What follows belongs to an exercise in optimizing a design on an open flow for small area; a production flow would make more cautious choices. Only simulation tests tie the RTL to the original design; equivalence was not proved. Power figures rest on the tool's default switching activity, not on a simulated workload.

--- flow/config.mk ---
export PLATFORM = sky130hd
export DESIGN_NAME = CPU
export DESIGN_NICKNAME = CPU
export VERILOG_FILES = /design/flow/design.v
export SDC_FILE = /design/flow/constraint.sdc
export NUM_CORES = 4
export LEC_CHECK = 0
export CAP_MARGIN = 20
export CORE_MARGIN = 2
export CORE_UTILIZATION = 40
export PLACE_DENSITY = 0.6
export SLEW_MARGIN = 20
--- flow/design.v ---
module ula(
    input [15:0] A,  
    input [15:0] B,
    input [2:0] opcode,
    output reg signed [15:0] res_com_sinal  
);
    localparam LOAD = 3'b000;
    localparam ADD = 3'b001;
    localparam ADDI = 3'b010;
    localparam SUB = 3'b011;
    localparam SUBI = 3'b100;
    localparam MUL = 3'b101;
    localparam CLR = 3'b110;
    localparam DISP = 3'b111;
    always@(*) begin
        res_com_sinal = 16'd0;
        case(opcode)
            LOAD: res_com_sinal = B;
            ADD,
            ADDI: res_com_sinal = A + B;
            SUB,
            SUBI: res_com_sinal = A - B;
            MUL: res_com_sinal = A * B;
            CLR: res_com_sinal = 16'd0;
            DISP: res_com_sinal = A;
            default: res_com_sinal = 16'd0;
        endcase
    end
endmodule
module memoria(input clk, input enable, input ativar_clear,
input [3:0] endereco_reg1, input [3:0] endereco_reg2, 
input [3:0] endereco_escrita, input [15:0] conteudo_escrita, 
output [15:0] conteudo_reg1, output [15:0] conteudo_reg2);
reg [15:0] banco_mem [15:0];
integer i;  
assign conteudo_reg1 = banco_mem[endereco_reg1];
assign conteudo_reg2 = banco_mem[endereco_reg2];
always@(posedge clk) begin
    if(ativar_clear) begin  
        for (i = 0; i < 16; i = i + 1) begin
            banco_mem[i] <= 16'd0;
        end
    end
    else if (enable) begin  
        banco_mem[endereco_escrita] <= conteudo_escrita; 
    end
end
endmodule
module binario_bcd (
    input [15:0] binario,
    output reg [3:0] dezemilhar,
    output reg [3:0] milhar,
    output reg [3:0] centena,
    output reg [3:0] dezena,
    output reg [3:0] unidade
);
    integer i;
    reg [19:0] bcd;
    always @(binario) begin
        bcd = 20'd0;
        for (i = 15; i >= 0; i = i - 1) begin
            if (bcd[3:0] >= 5) bcd[3:0] = bcd[3:0] + 3;
            if (bcd[7:4] >= 5) bcd[7:4] = bcd[7:4] + 3;
            if (bcd[11:8] >= 5) bcd[11:8] = bcd[11:8] + 3;
            if (bcd[15:12] >= 5) bcd[15:12] = bcd[15:12] + 3;
            if (bcd[19:16] >= 5) bcd[19:16] = bcd[19:16] + 3;
            bcd = bcd << 1;
            bcd[0] = binario[i];
        end
        dezemilhar = bcd[19:16];
        milhar = bcd[15:12];
        centena = bcd[11:8];
        dezena = bcd[7:4];
        unidade = bcd[3:0];
    end
endmodule
module displayLCD (
    input wire clk,
    input wire rst,  
    input wire btn_send,  
    input wire [2:0] op_selc,
    input wire [3:0] logger,
    input wire signed [15:0] result,
    output reg [7:0] lcd_data,
    output reg lcd_rs,
    output reg lcd_rw,
    output reg lcd_e
);
    reg [2:0] reg_op;
    reg [3:0] reg_logger;
    reg signed [15:0] reg_result;
    localparam [7:0] CMD_FUNC_SET = 8'h38;
    localparam [7:0] CMD_DISP_ON = 8'h0C;
    localparam [7:0] CMD_CLEAR = 8'h01;
    localparam [7:0] CMD_ENTRY = 8'h06;
    localparam [31:0] D_INIT_WAIT = 32'd20_000;
    localparam [31:0] D_CMD_STD = 32'd40;
    localparam [31:0] D_CMD_CLR = 32'd1_600;
    localparam [31:0] D_PULSE = 32'd8;
    localparam [31:0] D_SYNC = 32'd16;
    reg [7:0] cmd_rom_data;
    always @(*) begin
        case (cmd_idx[1:0])
            2'd0: cmd_rom_data = CMD_FUNC_SET;
            2'd1: cmd_rom_data = CMD_DISP_ON;
            2'd2: cmd_rom_data = CMD_CLEAR;
            default: cmd_rom_data = CMD_ENTRY;
        endcase
    end
    wire [15:0] magnitude = (reg_result < 0) ? -reg_result : reg_result;
    wire [3:0] w_d4, w_d3, w_d2, w_d1, w_d0;
    binario_bcd conversor (
        .binario(magnitude),
        .dezemilhar(w_d4),
        .milhar(w_d3),
        .centena(w_d2),
        .dezena(w_d1),
        .unidade(w_d0)
    );
    reg [7:0] message [0:31];
    integer i;
    always @(*) begin
        for(i=0; i<32; i=i+1)
            message[i] = " ";
        case (reg_op)
            3'b000: begin message[0]="L"; message[1]="O"; message[2]="A"; message[3]="D"; end
            3'b001: begin message[0]="A"; message[1]="D"; message[2]="D"; message[3]=" "; end
            3'b010: begin message[0]="A"; message[1]="D"; message[2]="D"; message[3]="I"; end
            3'b011: begin message[0]="S"; message[1]="U"; message[2]="B"; message[3]=" "; end
            3'b100: begin message[0]="S"; message[1]="U"; message[2]="B"; message[3]="I"; end
            3'b101: begin message[0]="M"; message[1]="U"; message[2]="L"; message[3]="T"; end
            3'b110: begin message[0]="C"; message[1]="L"; message[2]="R"; message[3]=" "; end
            3'b111: begin message[0]="D"; message[1]="P"; message[2]="L"; message[3]=" "; end
            default:begin message[0]="E"; message[1]="R"; message[2]="R"; message[3]="O"; end
        endcase
        message[10] = "[";
        message[11] = (reg_logger[3]) ? "1" : "0";
        message[12] = (reg_logger[2]) ? "1" : "0";
        message[13] = (reg_logger[1]) ? "1" : "0";
        message[14] = (reg_logger[0]) ? "1" : "0";
        message[15] = "]";
        message[26] = (reg_result < 0) ? "-" : "+";
        message[27] = 8'h30 + w_d4;
        message[28] = 8'h30 + w_d3;
        message[29] = 8'h30 + w_d2;
        message[30] = 8'h30 + w_d1;
        message[31] = 8'h30 + w_d0;
    end
    localparam [4:0]
        S_OFF = 5'd0,
        S_INIT_START = 5'd1,
        S_INIT_PULSE = 5'd2,
        S_INIT_WAIT = 5'd3,
        S_IDLE = 5'd4,
        S_SYNC_CPU = 5'd5,
        S_CMD_ADDR = 5'd6,
        S_CMD_PULSE = 5'd7,
        S_CMD_WAIT = 5'd8,
        S_DATA_WRITE = 5'd9,
        S_DATA_PULSE = 5'd10,
        S_DATA_WAIT = 5'd11,
        S_WAIT_RELEASE = 5'd12;
    reg [4:0] state, next_state;
    reg [31:0] cnt, next_cnt;
    reg [2:0] cmd_idx, next_cmd_idx;
    reg [5:0] msg_idx, next_msg_idx;
    reg load_inputs;
    always @(posedge clk) begin
        if(rst) begin
            state <= S_OFF;
            cnt <= 0;
            cmd_idx <= 0;
            msg_idx <= 0;
            reg_op <= 0;
            reg_logger <= 0;
            reg_result <= 0;
        end
        else begin
            state <= next_state;
            cnt <= next_cnt;
            cmd_idx <= next_cmd_idx;
            msg_idx <= next_msg_idx;
            if (load_inputs) begin
                reg_op <= op_selc;
                reg_logger <= logger;
                reg_result <= result;
            end
        end
    end
    always @(*) begin
        next_state = state;
        next_cnt = cnt;
        next_cmd_idx = cmd_idx;
        next_msg_idx = msg_idx;
        load_inputs = 0;
        case(state)
            S_OFF: begin
                next_cnt = 0;
                next_state = S_INIT_START;
            end
            S_INIT_START: begin
                if (cnt < D_INIT_WAIT)
                    next_cnt = cnt + 1;
                else begin
                    next_cnt = 0;
                    next_cmd_idx = 0;
                    next_state = S_INIT_PULSE;
                end
            end
            S_INIT_PULSE: begin
                if (cnt < D_PULSE)
                    next_cnt = cnt + 1;
                else begin
                    next_cnt = 0;
                    next_state = S_INIT_WAIT;
                end
            end
            S_INIT_WAIT: begin
                if (cnt < (cmd_idx == 2 ? D_CMD_CLR : D_CMD_STD))
                    next_cnt = cnt + 1;
                else begin
                    next_cnt = 0;
                    if (cmd_idx < 3) begin
                        next_cmd_idx = cmd_idx + 1;
                        next_state = S_INIT_PULSE;
                    end
                    else begin
                        next_msg_idx = 0;
                        next_state = S_CMD_ADDR;
                    end
                end
            end
            S_IDLE: begin
                if (btn_send) begin  
                    next_cnt = 0;
                    next_state = S_SYNC_CPU;
                end
            end
            S_SYNC_CPU: begin
                if (cnt < D_SYNC)  
                    next_cnt = cnt + 1;  
                else begin
                    load_inputs = 1;  
                    next_msg_idx = 0;
                    next_cnt = 0;
                    next_state = S_CMD_ADDR;
                end
            end
            S_CMD_ADDR: begin
                if (msg_idx == 0 || msg_idx == 16) begin
                    next_cnt = 0;
                    next_state = S_CMD_PULSE;
                end
                else begin
                    next_cnt = 0;
                    next_state = S_DATA_WRITE;
                end
            end
            S_CMD_PULSE: begin
                if (cnt < D_PULSE)
                    next_cnt = cnt + 1;
                else begin
                    next_cnt = 0;
                    next_state = S_CMD_WAIT;
                end
            end
            S_CMD_WAIT: begin
                if (cnt < D_CMD_STD)
                    next_cnt = cnt + 1;
                else begin
                    next_cnt = 0;
                    next_state = S_DATA_WRITE;
                end
            end
            S_DATA_WRITE: begin
                next_cnt = 0;
                next_state = S_DATA_PULSE;
            end
            S_DATA_PULSE: begin
                if (cnt < D_PULSE)
                    next_cnt = cnt + 1;
                else begin
                    next_cnt = 0;
                    next_state = S_DATA_WAIT;
                end
            end
            S_DATA_WAIT: begin
                if (cnt < D_CMD_STD)
                    next_cnt = cnt + 1;
                else begin
                    next_cnt = 0;
                    if (msg_idx == 31)
                        next_state = S_WAIT_RELEASE;
                    else begin
                        next_msg_idx = msg_idx + 1;
                        next_state = S_CMD_ADDR;
                    end
                end
            end
            S_WAIT_RELEASE: begin
                if (!btn_send)
                    next_state = S_IDLE;
            end
            default: begin
                next_state = S_OFF;
            end
        endcase
    end
    always @(*) begin
        lcd_e = 0;
        lcd_rs = 0;
        lcd_rw = 0;
        lcd_data = 0;
        case(state)
            S_INIT_PULSE: begin
                lcd_e = 1;
                lcd_data = cmd_rom_data;
            end
            S_INIT_WAIT: begin
                lcd_data = cmd_rom_data;
            end
            S_CMD_PULSE: begin
                lcd_e = 1;
                lcd_data = (msg_idx == 0) ? 8'h80 : 8'hC0;
            end
            S_CMD_WAIT: begin
                lcd_data = (msg_idx == 0) ? 8'h80 : 8'hC0;
            end
            S_DATA_PULSE: begin
                lcd_e = 1;
                lcd_rs = 1;
                lcd_data = message[msg_idx];
            end
            S_DATA_WAIT: begin
                lcd_rs = 1;
                lcd_data = message[msg_idx];
            end
        endcase
    end
endmodule
module detector_botao(
    input clk,
    input rst,
    input botao_agora,
    output reg flag_botao
);
    reg [19:0] contador;
    reg estado_estavel;
    reg estado_anterior;
    always @(posedge clk) begin
      if (rst) begin
        contador <= 20'd0;
        estado_estavel <= 1'b0;
        estado_anterior <= 1'b0;
        flag_botao <= 1'b0;
      end
      else begin
        if (botao_agora != estado_estavel) begin
            if (contador < 20'd2_000) begin  
                contador <= contador + 1;
            end
            else begin
                estado_estavel <= botao_agora;
                contador <= 0;
            end
        end
        else begin
            contador <= 0;
        end
        estado_anterior <= estado_estavel;
        if (!estado_anterior && estado_estavel)
            flag_botao <= 1;  
        else
            flag_botao <= 0;
      end
    end
endmodule
module CPU (
    input clk,
    input rst,  
    input botao_ligar_agora,
    input botao_enviar_agora,
    input [17:0] instrucao_completa,
    output reg flag_clear_memoria,  
    output reg flag_escrever,  
    output [7:0] lcd_data,
    output lcd_rs,
    output lcd_rw,
    output lcd_e,
    output lcd_on
);
    assign lcd_on = 1'b1;
    localparam OP_LOAD = 3'b000;
    localparam OP_ADD = 3'b001;
    localparam OP_ADDI = 3'b010;
    localparam OP_SUB = 3'b011;
    localparam OP_SUBI = 3'b100;
    localparam OP_MUL = 3'b101;
    localparam OP_CLEAR = 3'b110;
    localparam OP_DISPLAY = 3'b111;
    localparam S_DESLIGADO = 2'd0,
               S_AGUARDANDO = 2'd1,
               S_EXECUTANDO = 2'd2;
    reg [1:0] estado;
    reg sistema_ligado;
    wire flag_ligar, flag_enviar;
    reg [2:0] lcd_opcode_latched;
    reg [3:0] lcd_logger_latched;
    reg [15:0] lcd_result_latched;
    reg [3:0] reg_1_endereco, reg_2_endereco, escrita_endereco;
    wire [15:0] reg_1_conteudo, reg_2_conteudo;
    reg [15:0] operador_1, operador_2;
    wire [15:0] conteudo_resultado;
    wire [2:0] opcode_chaves = instrucao_completa[17:15];
    wire sinal = instrucao_completa[6];
    wire [5:0] modulo_imediato_curto = instrucao_completa[5:0];
    wire [15:0] imediato_estendido;
    assign imediato_estendido =
        (sinal) ? -{10'd0, modulo_imediato_curto} :
                  {10'd0, modulo_imediato_curto};
    memoria banco_memoria(
        .clk(clk),
        .enable(flag_escrever),
        .ativar_clear(flag_clear_memoria || ~sistema_ligado),  
        .endereco_reg1(reg_1_endereco),
        .endereco_reg2(reg_2_endereco),
        .endereco_escrita(escrita_endereco),
        .conteudo_escrita(conteudo_resultado),
        .conteudo_reg1(reg_1_conteudo),
        .conteudo_reg2(reg_2_conteudo)
    );
    ula ula(
        .A(operador_1),
        .B(operador_2),
        .opcode(opcode_chaves),
        .res_com_sinal(conteudo_resultado)
    );
    displayLCD LCD(
        .clk(clk),
        .rst(~sistema_ligado),  
        .btn_send(flag_enviar),  
        .op_selc(lcd_opcode_latched),
        .logger(lcd_logger_latched),
        .result(lcd_result_latched),
        .lcd_data(lcd_data),
        .lcd_rs(lcd_rs),
        .lcd_rw(lcd_rw),
        .lcd_e(lcd_e)
    );
    detector_botao detector_ligar (
        .clk(clk),
        .rst(rst),
        .botao_agora(botao_ligar_agora),
        .flag_botao(flag_ligar)
    );
    detector_botao detector_enviar(
        .clk(clk),
        .rst(rst),
        .botao_agora(botao_enviar_agora),
        .flag_botao(flag_enviar)
    );
    always@(posedge clk) begin
        if(rst)
            sistema_ligado <= 1'b0;
        else if(flag_ligar)
            sistema_ligado <= ~sistema_ligado;
    end
    always@(posedge clk) begin
        if(~sistema_ligado) begin
            estado <= S_DESLIGADO;
            lcd_opcode_latched <= 0;
            lcd_logger_latched <= 0;
            lcd_result_latched <= 0;
        end
        else begin
            case(estado)
                S_DESLIGADO: begin
                    estado <= S_AGUARDANDO;
                end
                S_AGUARDANDO: begin
                    if (flag_enviar) begin
                        lcd_opcode_latched <= opcode_chaves;
                        lcd_logger_latched <= escrita_endereco;  
                        if (opcode_chaves == OP_DISPLAY)
                            lcd_result_latched <= operador_1;  
                        else
                            lcd_result_latched <= conteudo_resultado;  
                        estado <= S_EXECUTANDO;
                    end
                end
                S_EXECUTANDO: begin
                    estado <= S_AGUARDANDO;
                end
            endcase
        end
    end
    always@(*) begin
        flag_escrever = 0;
        flag_clear_memoria = 0;
        reg_1_endereco = 0;
        reg_2_endereco = 0;
        escrita_endereco = 0;
        operador_1 = 0;
        operador_2 = 0;
        if (estado == S_AGUARDANDO || estado == S_EXECUTANDO) begin
            if (estado == S_EXECUTANDO) begin
                if (opcode_chaves == OP_CLEAR)
                    flag_clear_memoria = 1;
                else if (opcode_chaves != OP_DISPLAY)
                    flag_escrever = 1;
            end
            case (opcode_chaves)
                OP_LOAD: begin
                    escrita_endereco = instrucao_completa[14:11];
                    operador_1 = 16'd0;
                    operador_2 = imediato_estendido;
                end
                OP_ADD,
                OP_SUB: begin
                    escrita_endereco = instrucao_completa[14:11];
                    reg_1_endereco = instrucao_completa[10:7];
                    reg_2_endereco = instrucao_completa[3:0];
                    operador_1 = reg_1_conteudo;
                    operador_2 = reg_2_conteudo;
                end
                OP_ADDI,
                OP_SUBI,
                OP_MUL: begin
                    escrita_endereco = instrucao_completa[14:11];
                    reg_1_endereco = instrucao_completa[10:7];
                    operador_1 = reg_1_conteudo;
                    operador_2 = imediato_estendido;
                end
                OP_DISPLAY: begin
                    reg_1_endereco = instrucao_completa[14:11];
                    escrita_endereco = instrucao_completa[14:11];  
                    operador_1 = reg_1_conteudo;
                end
                default: begin
                end
            endcase
        end
    end
endmodule
--- flow/constraint.sdc ---
create_clock -name core_clock -period 25.0 [get_ports {clk}]
set_input_delay 5.0000 -clock core_clock [delete_from_list [all_inputs] [get_ports {clk}]]
set_output_delay 5.0000 -clock core_clock [all_outputs]
set_load 0.01 [all_outputs]
--- flow/run.sh ---
#!/bin/bash
# synth_recipe.tcl (not shown) runs the flow's synth.tcl, then flattens the netlist and writes it again
# the make line also repeats each setting of config.mk as NAME=value (left out here)
make -C /OpenROAD-flow-scripts/flow DESIGN_CONFIG=/design/flow/config.mk WORK_HOME=/design/flow/orfs CLKGATE_MAP_FILE= SYNTH_SCRIPT=/design/flow/synth_recipe.tcl finish
==> run summary <==
power groups by stage:
stage	registers, uW	logic, uW	clock network, uW
CTS	760	207	661
global placement	774	206	0
global route	763	224	685
finish	760	210	652
floorplan	769	141	0
detailed placement	775	206	0
synthesized netlist by cell type (all sizes together), types with 51 or more instances:
| library cell | count | area (um2) |
|---|---|---|
| nand2 | 316 | 1186 |
| edfxtp | 256 | 7687 |
| a21oi | 185 | 925.9 |
| dfxtp | 157 | 3143 |
| ha | 145 | 1814 |
| mux4 | 110 | 2477 |
| inv | 207 | 777.0 |
| xor2 | 56 | 498.0 |
| nor2 | 481 | 1805 |
| nand3 | 53 | 265.3 |
| o21ai | 99 | 499.2 |
| fa | 81 | 1622 |
| a21o | 51 | 382.9 |
| nor3 | 54 | 270.3 |
| mux2i | 100 | 1013 |
| clkbuf | 170 | 639.4 |
| xnor2 | 92 | 828.3 |
worst min-delay path by stage:
stage	start	end	slack, ns	depth (start not counted)
CTS	detector_enviar.estado_anterior	detector_enviar.flag_botao	0.37	1
global placement	detector_enviar.estado_anterior	detector_enviar.flag_botao	0.37	1
detailed placement	detector_enviar.estado_anterior	detector_enviar.flag_botao	0.38	1
floorplan	detector_enviar.estado_anterior	detector_enviar.flag_botao	0.37	1
finish	detector_enviar.estado_anterior	detector_enviar.flag_botao	0.37	1
global route	detector_ligar.estado_anterior	detector_ligar.flag_botao	0.40	1
metal layers:
layer  share of wire  vias up  track usage
li1                -    11780            -
met1            0.44    12060       0.2978
met2            0.47      836       0.3665
met3           0.063      131      0.02503
met4           0.025        2      0.06241
met5         0.00013        -            0
flip-flops by register name (all words and copies together), names as in the netlist, 6 cells and up:
name	flops
LCD.cnt	32
LCD.message	17
LCD.msg_idx	6
LCD.reg_result	16
banco_memoria.banco_mem	256
detector_enviar.contador	20
detector_ligar.contador	20
lcd_result_latched	16
through the flow:
step / util / instances
floorplan: - / 3313
global placement: 0.4209 / 4242
detailed placement: 0.4210 / 4242
CTS: 0.4393 / 4320
global route: 0.4399 / 4323
finish: 0.4399 / 4323
cell families (layout without fill, tap and decap cells):
logic type / count (synthesis) / in the layout / synth area share
xor+xnor: 150 / 150 / 0.04418
compound gates: 697 / 697 / 0.1557
flops: 413 / 413 / 0.3489
mux: 227 / 227 / 0.1189
buf+inv: 408 / 378 / 0.05047
simple gates: 1171 / 1171 / 0.1706
fa+ha+maj: 227 / 227 / 0.1110
other cells: 2 / 20 / 0.0002419
layout make-up:
type	instances	area (um2)	area share
clock buffers	62	1239	0.03653
clock inverters	16	175.2	0.005166
inverters	209	784.5	0.02314
multi-input cells	2492	18800	0.5544
flip-flops and latches	413	10830	0.3194
well taps	1040	1301	0.03837
repair buffers	91	780.7	0.02302
==> flow_summary.rst <==
.. list-table::
   :header-rows: 1

   * - Metric
     - Value
   * - Nature of the critical path startpoint
     - flop
   * - N_diodes
     - 0
   * - Number of hold violations in the final report
     - 0
   * - Net load switching power
     - 421.5 uW
   * - Final total power
     - 1622 uW
   * - Clock buffers created by TritonCTS
     - 43
   * - Post-place instance area
     - 0.03245 mm2
   * - Layout cell share with drive strength beyond 1
     - 0.09991
   * - Clock sinks
     - approximately 410
   * - Worst Setup Path Type
     - flop to output port
   * - Peak fanout along the critical path
     - 18
   * - Initial antenna violation count
     - 1
   * - Synth Flop Type
     - sky130_fd_sc_hd__edfxtp_1
   * - Most common library cell in the layout ignoring fill and taps
     - sky130_fd_sc_hd__nor2_1
   * - Core outline area
     - 0.07708 mm2
   * - Async set-reset flop share out of synthesis
     - 0
   * - Sum of overflow across all layers after global routing
     - 0
   * - Flop and latch count out of synthesis
     - 413
   * - Number of I/O port buffers
     - 33
   * - DRT antenna net count
     - 0
   * - Final slew viol count
     - 0
   * - Top achievable clock speed
     - 43.89 MHz
   * - Boundary Pins
     - 36
   * - Placement-stage worst setup slack
     - 3.245 ns
   * - Setup Viol. Count Final
     - 0
   * - Drt first-iter violations
     - 2251
   * - Die extent in x
     - 282.6 um
   * - Clk Latency, worst-skew pair
     - 0.56 ns
   * - Clock tree from TritonCTS
     - yes
   * - Number of setup buffers added after CTS
     - 0
   * - Worst path setup slack after routing
     - 2.217 ns
   * - Worst supply voltage drop on vdd
     - 57.39 uV
   * - Critical Path Sink Type
     - output port
   * - Area Growth Syn to Fin
     - 9.239%
   * - Per-cell routed wire length
     - roughly 20 um
   * - PD cells
     - between 40 and 50 mW/mm2
   * - Library cell appearing most often on the critical path
     - sky130_fd_sc_hd__ha_1
   * - Setup repair after global routing missed its margin
     - no
   * - Synthesis Warnings
     - 7
   * - Placer Congestion
     - 0.8803
   * - Number of synthesized flops with an enable pin
     - 256
   * - First-pass GRT wire length
     - 136700 um
   * - Netlist Area Pre-Place
     - 0.03104 mm2
   * - Layout Skew
     - 0.01940 ns
   * - Final design area excluding fillers
     - 0.03391 mm2
   * - CP arrival
     - 17.78 ns
   * - Largest net degree at the start of global routing
     - 65
   * - Total die area
     - 0.07985 mm2
   * - Overall Global Routing Usage
     - 0.2186
   * - Average via count per standard cell
     - 5.737
   * - R2R Setup Slk
     - 15.01 ns
   * - Required time of the critical path
     - 20.00 ns
   * - Buffer cell driving the clock tree root
     - sky130_fd_sc_hd__clkbuf_16
   * - Die height
     - 282.6 um
   * - Result of the run
     - timing/DRC/antenna clean
   * - Clk network pwr share
     - 0.402
   * - Total of fill cells in the finished design
     - 7444
   * - Vias after detailed routing
     - 24800
   * - HPWL after detailed placement
     - 59610 um
   * - Number of buffers on the longest clock path
     - 3
   * - Shortest clock period the worst path allows after layout
     - 22.78 ns
   * - TritonRoute pass-1 iters
     - 6
   * - Net Sw Frac
     - 0.2598
   * - Number of core rows
     - 102
   * - Sequential area share after synthesis
     - 0.3489
   * - Number of instances in the synthesized netlist
     - 3295
   * - Actual slew at the worst max-slew pin
     - 1.196 ns
   * - Setup_tns
     - 0 ns
   * - Worst R2R End
     - lcd_result_latched[15]
   * - Part of the total power dissipated in combinational logic
     - 0.130
   * - Worst-case headroom to the max-slew limit
     - 0.2009
   * - Initial core utilization
     - 0.4027
   * - Mean post-synth cell area
     - 9.421 um2
   * - Period utilisation layout
     - 0.9113
   * - Launch point of the worst path
     - LCD.reg_result[0]
   * - End of the critical path
     - lcd_data[0]
   * - Internal cell power
     - 1201 uW
   * - Via count of the first global-routing pass
     - 23700
   * - Post-CTS Resized
     - 0
   * - CP peak stage delay
     - 0.64 ns
   * - Number of levels in the clock H-tree
     - 2
   * - Critical-path top delay cell
     - sky130_fd_sc_hd__or4b_2
   * - Reported max-cap violation count
     - 0
   * - Netlist cell types
     - 114
   * - Post-layout net count
     - 3498
   * - Startpoint of the worst register-to-register path
     - estado[0]
   * - Leakage power
     - 0.01361 uW
   * - Seq pwr share
     - 0.469
   * - R2r worst-path depth
     - 39
   * - Hold crit path type
     - flop to flop
   * - Number of buffers added to fix hold violations after cts
     - 0
   * - Post-route DRC
     - 0
   * - Clock-pin transition on the worst setup and hold timing paths
     - 0.06 ns
   * - Commonest cells after routing, fill and taps aside
     - sky130_fd_sc_hd__nor2_1 (479), sky130_fd_sc_hd__nand2_1 (310), sky130_fd_sc_hd__edfxtp_1 (256), sky130_fd_sc_hd__inv_1 (200), sky130_fd_sc_hd__a21oi_1 (185)
   * - Final worst hold slack
     - 0.3718 ns
   * - Routed WL
     - 87420 um
   * - Largest delay share family, worst path
     - compound AO/OA/AOI/OAI gates
   * - CP Buf/Inv Count
     - 8
   * - Total number of cells along the worst setup path
     - 70

-- afterwards: timing with drivers on the ports --
How much do the figures lean on ideal ports? The routed layout below was timed once more, with nothing changed but the port constraints. Step 1 assumes that a clkbuf_16 drives the clock port and a buf_2 every other input. Step 2 also shifts input and output timing later by t, the mid clock arrival at the registers, as if the neighbouring blocks saw the same clock. a / b / c = no drivers / after step 1 / after step 2; a / b = the first two.
shift t [ns]: 0.603
slack for setup (ns): 2.217 / 2.160 / 2.763
hold WS [ns]: 0.372 / 0.372 / 0.372
worst setup path at the end: register to output
latest minus earliest clock arrival (ns): 0.019 / 0.019
After both steps setup and hold are still met in this run. For this run, drivers alone change the setup slack by -0.057 ns; drivers and shift together by +0.546 ns.
